Context: an optimization exercise on an open-source flow, tuned for small area, a short achievable clock period and few clock cycles per item. The choices shown serve that exercise and are no tape-out recipe.
RTL that was checked went through simulation tests only; none was proved equivalent to the original.
No activity file was given, so power comes from the tool's default toggle rates.

==> run a: inputs <==
Design FP16_MAC_pipeline, start of the top module:
module FP16_MAC_pipeline(
    input [15:0]data_k,
    input [15:0]data_x,
    input [15:0]data_b,
    input rst,
    input input_valid,
    input clk,
    input [1:0]opcode,
    output reg [15:0]data_o,
    output reg output_up,
    output reg [1:0]opcode_o
    );
clock: 6.0 ns
lec_check: 0
cap_margin: 20
core_margin: 2
core_utilization: 60
place_density: 0.75
setup_slack_margin: 3.5
slew_margin: 20
run.sh (not shown) runs the stock make flow with config.mk's settings and CLKGATE_MAP_FILE= SYNTH_SCRIPT=/design/flow/synth_recipe.tcl, a recipe that flattens the netlist after the stock synthesis.
==> run b: changes against run a <==
--- a/flow/design.v
+++ b/flow/design.v
@@ -21,29 +21,31 @@
     assign op_0 = opcode;
     assign v_0 = input_valid;
     wire [10:0] mk_0;
     wire [10:0] mx_0;
     wire [10:0] mb_0;
     wire [4:0] ek_0;
     wire [4:0] ex_0;
     wire [4:0] eb_0;
+    wire sub_0;
     wire sp_0;
     wire sb_0;
     wire nzk_dec0 = |k_0[14:10];
     wire nzx_dec0 = |x_0[14:10];
     wire nzb_dec0 = |b_0[14:10];
     assign mk_0 = {nzk_dec0, k_0[9:0]};
     assign mx_0 = {nzx_dec0, x_0[9:0]};
     assign mb_0 = {nzb_dec0, b_0[9:0]};
     assign ek_0 = nzk_dec0 ? k_0[14:10] : {4'd0, |k_0[9:0]};
     assign ex_0 = nzx_dec0 ? x_0[14:10] : {4'd0, |x_0[9:0]};
     assign eb_0 = nzb_dec0 ? b_0[14:10] : {4'd0, |b_0[9:0]};
     assign sp_0 = k_0[15] ^ x_0[15];
     assign sb_0 = b_0[15];
+    assign sub_0 = k_0[15] ^ x_0[15] ^ b_0[15];
     wire bo0_0;
     wire bt0_0;
     wire bn0_0;
     wire bo1_0;
     wire bt1_0;
     wire bn1_0;
     wire bo2_0;
     wire bt2_0;
@@ -96,16 +98,17 @@
     reg [4:0] eb_r1;
     reg [4:0] ek_r1;
     reg [4:0] ex_r1;
     reg [10:0] mb_r1;
     reg [10:0] mk_r1;
     reg [1:0] op_r1;
     reg sb_r1;
     reg sp_r1;
+    reg sub_r1;
     reg v_r1;
     always @(posedge clk) begin
         bn0_r1 <= bn0_0;
         bn1_r1 <= bn1_0;
         bn2_r1 <= bn2_0;
         bn3_r1 <= bn3_0;
         bn4_r1 <= bn4_0;
         bn5_r1 <= bn5_0;
@@ -124,16 +127,17 @@
         eb_r1 <= eb_0;
         ek_r1 <= ek_0;
         ex_r1 <= ex_0;
         mb_r1 <= mb_0;
         mk_r1 <= mk_0;
         op_r1 <= op_0;
         sb_r1 <= sb_0;
         sp_r1 <= sp_0;
+        sub_r1 <= sub_0;
         v_r1 <= v_0 & ~rst;
     end
     wire pp0_0_1;
     wire pp0_1_1;
     wire pp0_2_1;
     wire pp1_0_1;
     wire pp0_3_1;
     wire pp1_1_1;
@@ -555,16 +559,17 @@
     reg hs73_r2;
     reg hs75_r2;
     reg [10:0] mb_r2;
     reg [1:0] op_r2;
     reg pp0_0_r2;
     reg pp0_1_r2;
     reg sb_r2;
     reg sp_r2;
+    reg sub_r2;
     reg v_r2;
     always @(posedge clk) begin
         bn0_r2 <= bn0_r1;
         bn1_r2 <= bn1_r1;
         e0_r2 <= e0_1;
         eb_r2 <= eb_r1;
         fc100_r2 <= fc100_1;
         fc102_r2 <= fc102_1;
@@ -606,80 +611,85 @@
         hs73_r2 <= hs73_1;
         hs75_r2 <= hs75_1;
         mb_r2 <= mb_r1;
         op_r2 <= op_r1;
         pp0_0_r2 <= pp0_0_1;
         pp0_1_r2 <= pp0_1_1;
         sb_r2 <= sb_r1;
         sp_r2 <= sp_r1;
+        sub_r2 <= sub_r1;
         v_r2 <= v_r1 & ~rst;
     end
     wire [21:0] p_2;
     assign p_2 = {hs111_r2, fs109_r2, fs107_r2, fs105_r2, fs103_r2, fs101_r2, fs99_r2, fs97_r2, fs95_r2, fs93_r2, fs91_r2, fs89_r2, fs87_r2, fs85_r2, fs83_r2, fs81_r2, fs79_r2, fs77_r2, hs75_r2, bn1_r2, pp0_1_r2, pp0_0_r2} + {fc110_r2, fc108_r2, fc106_r2, fc104_r2, fc102_r2, fc100_r2, fc98_r2, fc96_r2, fc94_r2, fc92_r2, fc90_r2, fc88_r2, fc86_r2, fc84_r2, fc82_r2, fc80_r2, fc78_r2, hc76_r2, hc74_r2, hs73_r2, 1'b0, bn0_r2};
     wire [4:0] ad_2;
-    wire ph_2;
+    wire dpos_2;
+    wire dz_2;
     wire bA_2;
     wire eA_2;
     wire bB_2;
     wire eB_2;
     wire signed [6:0] dd_ctl2 = e0_r2 - {2'b00, eb_r2};
     wire [6:0] nd_ctl2 = -dd_ctl2;
-    assign ph_2 = ~dd_ctl2[6];
+    assign dpos_2 = dd_ctl2 > 7'sd0;
+    assign dz_2 = dd_ctl2 == 7'sd0;
     assign ad_2 = dd_ctl2[6] ? nd_ctl2[4:0] : dd_ctl2[4:0];
     assign bA_2 = dd_ctl2 >= 7'sd22;
     assign eA_2 = dd_ctl2 == 7'sd21;
     assign bB_2 = dd_ctl2 <= -7'sd23;
     assign eB_2 = dd_ctl2 == -7'sd22;
     reg [4:0] ad_r3;
     reg bA_r3;
     reg bB_r3;
+    reg dpos_r3;
+    reg dz_r3;
     reg [6:0] e0_r3;
     reg eA_r3;
     reg eB_r3;
     reg [4:0] eb_r3;
     reg [10:0] mb_r3;
     reg [1:0] op_r3;
     reg [21:0] p_r3;
-    reg ph_r3;
     reg sb_r3;
     reg sp_r3;
+    reg sub_r3;
     reg v_r3;
     always @(posedge clk) begin
         ad_r3 <= ad_2;
         bA_r3 <= bA_2;
         bB_r3 <= bB_2;
+        dpos_r3 <= dpos_2;
+        dz_r3 <= dz_2;
         e0_r3 <= e0_r2;
         eA_r3 <= eA_2;
         eB_r3 <= eB_2;
         eb_r3 <= eb_r2;
         mb_r3 <= mb_r2;
         op_r3 <= op_r2;
         p_r3 <= p_2;
-        ph_r3 <= ph_2;
         sb_r3 <= sb_r2;
         sp_r3 <= sp_r2;
+        sub_r3 <= sub_r2;
         v_r3 <= v_r2 & ~rst;
     end
     wire [32:0] pv_3;
     wire [21:0] gv_3;
     wire [6:0] eh_3;
     wire zs_3;
     wire sh_3;
-    wire sub_3;
-    assign sub_3 = sp_r3 ^ sb_r3;
     wire p21_align3 = p_r3[21];
-    wire ph_align3 = ph_r3;
+    wire ph_align3 = dpos_r3 | (dz_r3 & p21_align3);
     wire [21:0] pp_align3 = {p_r3[21:1], p_r3[0] & ~p21_align3};
     wire big_align3 = ph_align3 ? (bA_r3 | (eA_r3 & p21_align3)) : (bB_r3 | (eB_r3 & ~p21_align3));
     wire [21:0] hi_align3 = ph_align3 ? pp_align3 : {1'b0, mb_r3, 10'd0};
     wire [32:0] lo0_align3 = ph_align3 ? {1'b0, mb_r3, 21'd0} : {pp_align3, 11'd0};
     wire [32:0] lo1_align3 = lo0_align3 >> ad_r3;
     assign zs_3 = ph_align3 & p21_align3;
-    wire [32:0] lx_align3 = {1'b0, (big_align3 ? 32'd0 : {lo1_align3[31:1], lo1_align3[0] & ~zs_3})} ^ {33{sub_3}};
+    wire [32:0] lx_align3 = {1'b0, (big_align3 ? 32'd0 : {lo1_align3[31:1], lo1_align3[0] & ~zs_3})} ^ {33{sub_r3}};
     wire [32:0] hx_align3 = {hi_align3, 11'd0};
     assign pv_3 = hx_align3 ^ lx_align3;
     assign gv_3 = hi_align3 & lx_align3[32:11];
     assign eh_3 = ph_align3 ? e0_r3 : {2'b00, eb_r3};
     assign sh_3 = ph_align3 ? sp_r3 : sb_r3;
     reg [6:0] eh_r4;
     reg [21:0] gv_r4;
     reg [1:0] op_r4;
@@ -689,17 +699,17 @@
     reg v_r4;
     reg zs_r4;
     always @(posedge clk) begin
         eh_r4 <= eh_3;
         gv_r4 <= gv_3;
         op_r4 <= op_r3;
         pv_r4 <= pv_3;
         sh_r4 <= sh_3;
-        sub_r4 <= sub_3;
+        sub_r4 <= sub_r3;
         v_r4 <= v_r3 & ~rst;
         zs_r4 <= zs_3;
     end
     wire [33:0] a_4;
     wire sgn_4;
     wire [33:0] pp34_addsub4 = {sub_r4, pv_r4};
     wire [33:0] gg34_addsub4 = {1'b0, gv_r4, 11'd0};
     wire xaddsub4_p0 = pp34_addsub4[0];
==> flow/config.mk (replaced) <==
export PLATFORM = sky130hd
export DESIGN_NAME = FP16_MAC_pipeline
export DESIGN_NICKNAME = FP16_MAC_pipeline
export VERILOG_FILES = /design/flow/design.v
export SDC_FILE = /design/flow/constraint.sdc
export NUM_CORES = 4
export LEC_CHECK = 0
export ABC_AREA = 1
export CAP_MARGIN = 20
export CORE_MARGIN = 2
export CORE_UTILIZATION = 60
export SETUP_SLACK_MARGIN = 3.5
export SLEW_MARGIN = 20
==> run c: changes against run a <==
--- a/flow/design.v
+++ b/flow/design.v
@@ -21,29 +21,31 @@
     assign op_0 = opcode;
     assign v_0 = input_valid;
     wire [10:0] mk_0;
     wire [10:0] mx_0;
     wire [10:0] mb_0;
     wire [4:0] ek_0;
     wire [4:0] ex_0;
     wire [4:0] eb_0;
+    wire sub_0;
     wire sp_0;
     wire sb_0;
     wire nzk_dec0 = |k_0[14:10];
     wire nzx_dec0 = |x_0[14:10];
     wire nzb_dec0 = |b_0[14:10];
     assign mk_0 = {nzk_dec0, k_0[9:0]};
     assign mx_0 = {nzx_dec0, x_0[9:0]};
     assign mb_0 = {nzb_dec0, b_0[9:0]};
     assign ek_0 = nzk_dec0 ? k_0[14:10] : {4'd0, |k_0[9:0]};
     assign ex_0 = nzx_dec0 ? x_0[14:10] : {4'd0, |x_0[9:0]};
     assign eb_0 = nzb_dec0 ? b_0[14:10] : {4'd0, |b_0[9:0]};
     assign sp_0 = k_0[15] ^ x_0[15];
     assign sb_0 = b_0[15];
+    assign sub_0 = k_0[15] ^ x_0[15] ^ b_0[15];
     wire bo0_0;
     wire bt0_0;
     wire bn0_0;
     wire bo1_0;
     wire bt1_0;
     wire bn1_0;
     wire bo2_0;
     wire bt2_0;
@@ -96,16 +98,17 @@
     reg [4:0] eb_r1;
     reg [4:0] ek_r1;
     reg [4:0] ex_r1;
     reg [10:0] mb_r1;
     reg [10:0] mk_r1;
     reg [1:0] op_r1;
     reg sb_r1;
     reg sp_r1;
+    reg sub_r1;
     reg v_r1;
     always @(posedge clk) begin
         bn0_r1 <= bn0_0;
         bn1_r1 <= bn1_0;
         bn2_r1 <= bn2_0;
         bn3_r1 <= bn3_0;
         bn4_r1 <= bn4_0;
         bn5_r1 <= bn5_0;
@@ -124,16 +127,17 @@
         eb_r1 <= eb_0;
         ek_r1 <= ek_0;
         ex_r1 <= ex_0;
         mb_r1 <= mb_0;
         mk_r1 <= mk_0;
         op_r1 <= op_0;
         sb_r1 <= sb_0;
         sp_r1 <= sp_0;
+        sub_r1 <= sub_0;
         v_r1 <= v_0 & ~rst;
     end
     wire pp0_0_1;
     wire pp0_1_1;
     wire pp0_2_1;
     wire pp1_0_1;
     wire pp0_3_1;
     wire pp1_1_1;
@@ -555,16 +559,17 @@
     reg hs73_r2;
     reg hs75_r2;
     reg [10:0] mb_r2;
     reg [1:0] op_r2;
     reg pp0_0_r2;
     reg pp0_1_r2;
     reg sb_r2;
     reg sp_r2;
+    reg sub_r2;
     reg v_r2;
     always @(posedge clk) begin
         bn0_r2 <= bn0_r1;
         bn1_r2 <= bn1_r1;
         e0_r2 <= e0_1;
         eb_r2 <= eb_r1;
         fc100_r2 <= fc100_1;
         fc102_r2 <= fc102_1;
@@ -606,80 +611,85 @@
         hs73_r2 <= hs73_1;
         hs75_r2 <= hs75_1;
         mb_r2 <= mb_r1;
         op_r2 <= op_r1;
         pp0_0_r2 <= pp0_0_1;
         pp0_1_r2 <= pp0_1_1;
         sb_r2 <= sb_r1;
         sp_r2 <= sp_r1;
+        sub_r2 <= sub_r1;
         v_r2 <= v_r1 & ~rst;
     end
     wire [21:0] p_2;
     assign p_2 = {hs111_r2, fs109_r2, fs107_r2, fs105_r2, fs103_r2, fs101_r2, fs99_r2, fs97_r2, fs95_r2, fs93_r2, fs91_r2, fs89_r2, fs87_r2, fs85_r2, fs83_r2, fs81_r2, fs79_r2, fs77_r2, hs75_r2, bn1_r2, pp0_1_r2, pp0_0_r2} + {fc110_r2, fc108_r2, fc106_r2, fc104_r2, fc102_r2, fc100_r2, fc98_r2, fc96_r2, fc94_r2, fc92_r2, fc90_r2, fc88_r2, fc86_r2, fc84_r2, fc82_r2, fc80_r2, fc78_r2, hc76_r2, hc74_r2, hs73_r2, 1'b0, bn0_r2};
     wire [4:0] ad_2;
-    wire ph_2;
+    wire dpos_2;
+    wire dz_2;
     wire bA_2;
     wire eA_2;
     wire bB_2;
     wire eB_2;
     wire signed [6:0] dd_ctl2 = e0_r2 - {2'b00, eb_r2};
     wire [6:0] nd_ctl2 = -dd_ctl2;
-    assign ph_2 = ~dd_ctl2[6];
+    assign dpos_2 = dd_ctl2 > 7'sd0;
+    assign dz_2 = dd_ctl2 == 7'sd0;
     assign ad_2 = dd_ctl2[6] ? nd_ctl2[4:0] : dd_ctl2[4:0];
     assign bA_2 = dd_ctl2 >= 7'sd22;
     assign eA_2 = dd_ctl2 == 7'sd21;
     assign bB_2 = dd_ctl2 <= -7'sd23;
     assign eB_2 = dd_ctl2 == -7'sd22;
     reg [4:0] ad_r3;
     reg bA_r3;
     reg bB_r3;
+    reg dpos_r3;
+    reg dz_r3;
     reg [6:0] e0_r3;
     reg eA_r3;
     reg eB_r3;
     reg [4:0] eb_r3;
     reg [10:0] mb_r3;
     reg [1:0] op_r3;
     reg [21:0] p_r3;
-    reg ph_r3;
     reg sb_r3;
     reg sp_r3;
+    reg sub_r3;
     reg v_r3;
     always @(posedge clk) begin
         ad_r3 <= ad_2;
         bA_r3 <= bA_2;
         bB_r3 <= bB_2;
+        dpos_r3 <= dpos_2;
+        dz_r3 <= dz_2;
         e0_r3 <= e0_r2;
         eA_r3 <= eA_2;
         eB_r3 <= eB_2;
         eb_r3 <= eb_r2;
         mb_r3 <= mb_r2;
         op_r3 <= op_r2;
         p_r3 <= p_2;
-        ph_r3 <= ph_2;
         sb_r3 <= sb_r2;
         sp_r3 <= sp_r2;
+        sub_r3 <= sub_r2;
         v_r3 <= v_r2 & ~rst;
     end
     wire [32:0] pv_3;
     wire [21:0] gv_3;
     wire [6:0] eh_3;
     wire zs_3;
     wire sh_3;
-    wire sub_3;
-    assign sub_3 = sp_r3 ^ sb_r3;
     wire p21_align3 = p_r3[21];
-    wire ph_align3 = ph_r3;
+    wire ph_align3 = dpos_r3 | (dz_r3 & p21_align3);
     wire [21:0] pp_align3 = {p_r3[21:1], p_r3[0] & ~p21_align3};
     wire big_align3 = ph_align3 ? (bA_r3 | (eA_r3 & p21_align3)) : (bB_r3 | (eB_r3 & ~p21_align3));
     wire [21:0] hi_align3 = ph_align3 ? pp_align3 : {1'b0, mb_r3, 10'd0};
     wire [32:0] lo0_align3 = ph_align3 ? {1'b0, mb_r3, 21'd0} : {pp_align3, 11'd0};
     wire [32:0] lo1_align3 = lo0_align3 >> ad_r3;
     assign zs_3 = ph_align3 & p21_align3;
-    wire [32:0] lx_align3 = {1'b0, (big_align3 ? 32'd0 : {lo1_align3[31:1], lo1_align3[0] & ~zs_3})} ^ {33{sub_3}};
+    wire [32:0] lx_align3 = {1'b0, (big_align3 ? 32'd0 : {lo1_align3[31:1], lo1_align3[0] & ~zs_3})} ^ {33{sub_r3}};
     wire [32:0] hx_align3 = {hi_align3, 11'd0};
     assign pv_3 = hx_align3 ^ lx_align3;
     assign gv_3 = hi_align3 & lx_align3[32:11];
     assign eh_3 = ph_align3 ? e0_r3 : {2'b00, eb_r3};
     assign sh_3 = ph_align3 ? sp_r3 : sb_r3;
     reg [6:0] eh_r4;
     reg [21:0] gv_r4;
     reg [1:0] op_r4;
@@ -689,17 +699,17 @@
     reg v_r4;
     reg zs_r4;
     always @(posedge clk) begin
         eh_r4 <= eh_3;
         gv_r4 <= gv_3;
         op_r4 <= op_r3;
         pv_r4 <= pv_3;
         sh_r4 <= sh_3;
-        sub_r4 <= sub_3;
+        sub_r4 <= sub_r3;
         v_r4 <= v_r3 & ~rst;
         zs_r4 <= zs_3;
     end
     wire [33:0] a_4;
     wire sgn_4;
     wire [33:0] pp34_addsub4 = {sub_r4, pv_r4};
     wire [33:0] gg34_addsub4 = {1'b0, gv_r4, 11'd0};
     wire xaddsub4_p0 = pp34_addsub4[0];
==> flow/config.mk (replaced) <==
export PLATFORM = sky130hd
export DESIGN_NAME = FP16_MAC_pipeline
export DESIGN_NICKNAME = FP16_MAC_pipeline
export VERILOG_FILES = /design/flow/design.v
export SDC_FILE = /design/flow/constraint.sdc
export NUM_CORES = 4
export LEC_CHECK = 0
export CAP_MARGIN = 20
export CORE_MARGIN = 2
export CORE_UTILIZATION = 60
export SETUP_SLACK_MARGIN = 3.5
export SLEW_MARGIN = 20
==> summary.txt <==
item	run b	run a	run c
Status	complete, no violations	complete, no violations	complete, no violations
Final Core Density	79.0%	75.1%	75.5%
Post-synthesis cell count	2,185	1,863	1,902
Seq/Total Area, Yosys	43.8%	43.4%	43.0%
DRT met1 WL	21.0 mm	19.0 mm	18.0 mm
Global Route met1 Usage	35.6%	34.7%	31.1%
Clock tree buffer count of the final layout	52	56	50
Worst hold slack	319 ps	322 ps	318 ps
Average vias per placed instance	5.64	5.98	5.90
Post-Place Worst Slack	2600 ps	2820 ps	2520 ps
Post-CTS Setup Bufs	99	36	61
Post-route minimum period	2850 ps	2640 ps	2840 ps
Global-route total usage across every layer	30.8%	27.9%	28.3%
Switching Power	6.20 mW	5.52 mW	5.79 mW
Power attributed to sequential cells	4.53 mW	4.72 mW	4.65 mW
Via count of the first global-routing pass	15,200	13,500	14,500
Post-synthesis area per instance	8.41 sq um	9.84 sq um	9.83 sq um
Number of iterations in the first detailed-routing pass	7	5	5
Floorplan die area	32,000 sq um	32,000 sq um	32,600 sq um
Slowest cell delay on critical path	470 ps	430 ps	510 ps
Routed via count	15,900	14,300	14,500
Post-synthesis to final-layout area growth	30.5%	24.2%	23.7%
Slew at the pin closest to its max-slew limit	1090 ps	801 ps	973 ps
Antenna diode count	2	1	0
Placer's final routability congestion estimate	0.903	0.899	0.985
Testbench counts of run b, summed over its fixed seeds: cycles 2,112, items 2,048.
Testbench counts of run c, summed over its fixed seeds: cycles 2,112, items 2,048.
For run a, only the layout was checked, not whether the RTL still works.

-- separate check: timing with driven ports --
The flow's constraints put no driver on any port. The routed layouts listed below were extracted and timed again, unchanged, in two steps. Step 1: set_driving_cell puts a clkbuf_16 on clk and a buf_2 on each other input, an assumption about the parent block. Step 2 moves the port delays by t, midway between the first and last clock arrival at a register: inputs arrive t later, outputs are due t later. That takes back most of the time a late clock gives input paths. Slacks: no drivers / after step 1 / after step 2; pairs: no drivers / after step 1.
run	t (ns)	slack for setup (ns)	worst setup path at the end	clock arrival spread, ns	cell pins on the clock port's net
run a	0.583	3.359 / 3.359 / 3.055	input to register	0.019 / 0.019	1
run b	0.595	3.152 / 3.152 / 3.152	register to register	0.022 / 0.021	1
run c	0.590	3.163 / 3.163 / 3.045	input to register	0.017 / 0.018	1
After both steps every run listed still meets setup and hold. The setup slack of run a, which loses most, moves by 0.000 ns with the drivers and by -0.304 ns with both steps.
